Context: an optimization exercise on an open-source flow, tuned for small area, a short achievable clock period and few clock cycles. The choices shown serve that exercise and are no tape-out recipe.

== lane 1 ==
Design fft8_top, start of the top module:
module fft8_top #(
parameter N= 8,
parameter WIDTH= 12,
parameter FRACTION = 8
)(
input  wire clk,
input  wire rst,
input  wire start,
input  wire load,
input  wire [$clog2(N)-1:0] load_addr,
input  wire signed [WIDTH-1:0] data_in_re,
input  wire signed [WIDTH-1:0] data_in_im,
input  wire [$clog2(N)-1:0] out_addr,
output reg  done,
output reg  signed [WIDTH-1:0] data_out_re,
output reg  signed [WIDTH-1:0] data_out_im
);
Size in the first run: ~2000 cells after synthesis, ~210 flip-flops, about 59 I/O pins.
==> flow/config.mk <==
export PLATFORM = sky130hd
export DESIGN_NAME = fft8_top
export DESIGN_NICKNAME = fft8_top
export VERILOG_FILES = /design/flow/design.v
export SDC_FILE = /design/flow/constraint.sdc
export NUM_CORES = 4
export LEC_CHECK = 0
export CAP_MARGIN = 20
export CORE_MARGIN = 2
export CORE_UTILIZATION = 40
export SLEW_MARGIN = 20
export SYNTH_HIERARCHICAL = 1
export SYNTH_MINIMUM_KEEP_SIZE = 0
==> flow/constraint.sdc <==
create_clock -name core_clock -period 15.0 [get_ports {clk}]
set_input_delay 3.0000 -clock core_clock [delete_from_list [all_inputs] [get_ports {clk}]]
set_output_delay 3.0000 -clock core_clock [all_outputs]
set_load 0.01 [all_outputs]
standard.sh (not shown) runs the stock make flow with config.mk's settings and CLKGATE_MAP_FILE= SYNTH_SCRIPT=/design/flow/synth_recipe.tcl, a recipe that flattens the netlist after the stock synthesis.
==> flow/flow/run.sh <==
#!/bin/bash
# Standard layout (the standard.sh: standard synthesis, floorplan, place,
# CTS, route, finish), with the timing repair asked to leave 8.0 ns of setup
# slack at the design's clock period.  The constraints are unchanged.
set -euo pipefail
bash standard.sh SETUP_SLACK_MARGIN=8.0 finish > standard_flow.log 2>&1
Input changes introduced in lane 2 (baseline for comparison: lane 1):
# lane 1
export LEC_CHECK = 0
export CAP_MARGIN = 20
export CORE_MARGIN = 2
export CORE_UTILIZATION = 40
export SLEW_MARGIN = 20
export SYNTH_HIERARCHICAL = 1
export SYNTH_MINIMUM_KEEP_SIZE = 0
create_clock -name core_clock -period 15.0 [get_ports {clk}]
# lane 2
export LEC_CHECK = 0
export ABC_AREA = 1
export CAP_MARGIN = 20
export CORE_MARGIN = 2
export CORE_UTILIZATION = 40
export SLEW_MARGIN = 20
export SYNTH_HIERARCHICAL = 1
export SYNTH_MINIMUM_KEEP_SIZE = 0
create_clock -name core_clock -period 15.0 [get_ports {clk}]
==> flow/flow/run.sh <==
#!/bin/bash
# Standard layout (the standard.sh: standard synthesis, floorplan, place,
# CTS, route, finish), with the timing repair asked to leave 7.5 ns of setup
# slack at the design's clock period.  The constraints are unchanged.
set -euo pipefail
bash standard.sh SETUP_SLACK_MARGIN=7.5 finish > standard_flow.log 2>&1
[summary]
Lane 2 does worse than lane 1 on worst hold slack.
Die: lane 2 bigger than lane 1
Met2 track demand over resource in global routing (lower): lane 1
Critical path capture point: data_out_re[8] -> lane 2, data_out_re[4] -> lane 1
Summary of lane 2 over lane 1: count of clock-buffer cells in the layout now smaller, core outline area up about 8%, setup clock skew after layout ~0 delta.
Edits applied to the flow inputs when going from lane 2 to lane 3:
# lane 2
export LEC_CHECK = 0
export ABC_AREA = 1
export CAP_MARGIN = 20
export CORE_MARGIN = 2
export CORE_UTILIZATION = 40
export SLEW_MARGIN = 20
export SYNTH_HIERARCHICAL = 1
export SYNTH_MINIMUM_KEEP_SIZE = 0
create_clock -name core_clock -period 15.0 [get_ports {clk}]
# lane 3
export LEC_CHECK = 0
export CAP_MARGIN = 20
export CORE_MARGIN = 2
export CORE_UTILIZATION = 40
export SLEW_MARGIN = 20
export SYNTH_HIERARCHICAL = 1
export SYNTH_MINIMUM_KEEP_SIZE = 0
create_clock -name core_clock -period 15.0 [get_ports {clk}]
==> comparison <==
Cell area after placement (lane 3 vs. lane 2) decreases by a little under 10%. Lane 2 → lane 3: setup slack saw a decrease, combined flip-flop and latch cell area barely changed, routing usage on met2 went down by 1.6 points, number of sequential storage elements closely matched the old numbers.
No functional check of the RTL was part of any run of this note.

## afterwards: timing with drivers on the ports
The flow's constraints put no driver on any port. The routed layouts listed below were extracted and timed again, unchanged, in two steps. Step 1 sets driving cells, clkbuf_16 on the clock port and buf_2 on the other inputs (assumed; they add their load-dependent delay and slew). Step 2 moves the port delays by t, midway between the first and last clock arrival at a register: inputs arrive t later, outputs are due t later. That takes back most of the time a late clock gives input paths. Slacks: ideal ports / drivers / drivers and shift; pairs: ideal ports / drivers.
run	shift t [ns]	setup WS [ns]	clock arrival spread, ns
lane 1	0.615	7.597 / 7.500 / 7.500	0.030 / 0.029
lane 2	0.609	7.564 / 7.444 / 6.989	0.033 / 0.032
lane 3	0.617	7.466 / 7.370 / 7.129	0.022 / 0.022
After both steps every run listed still meets setup and hold. For lane 2, which loses most, drivers alone change the setup slack by -0.120 ns; drivers and shift together by -0.575 ns.
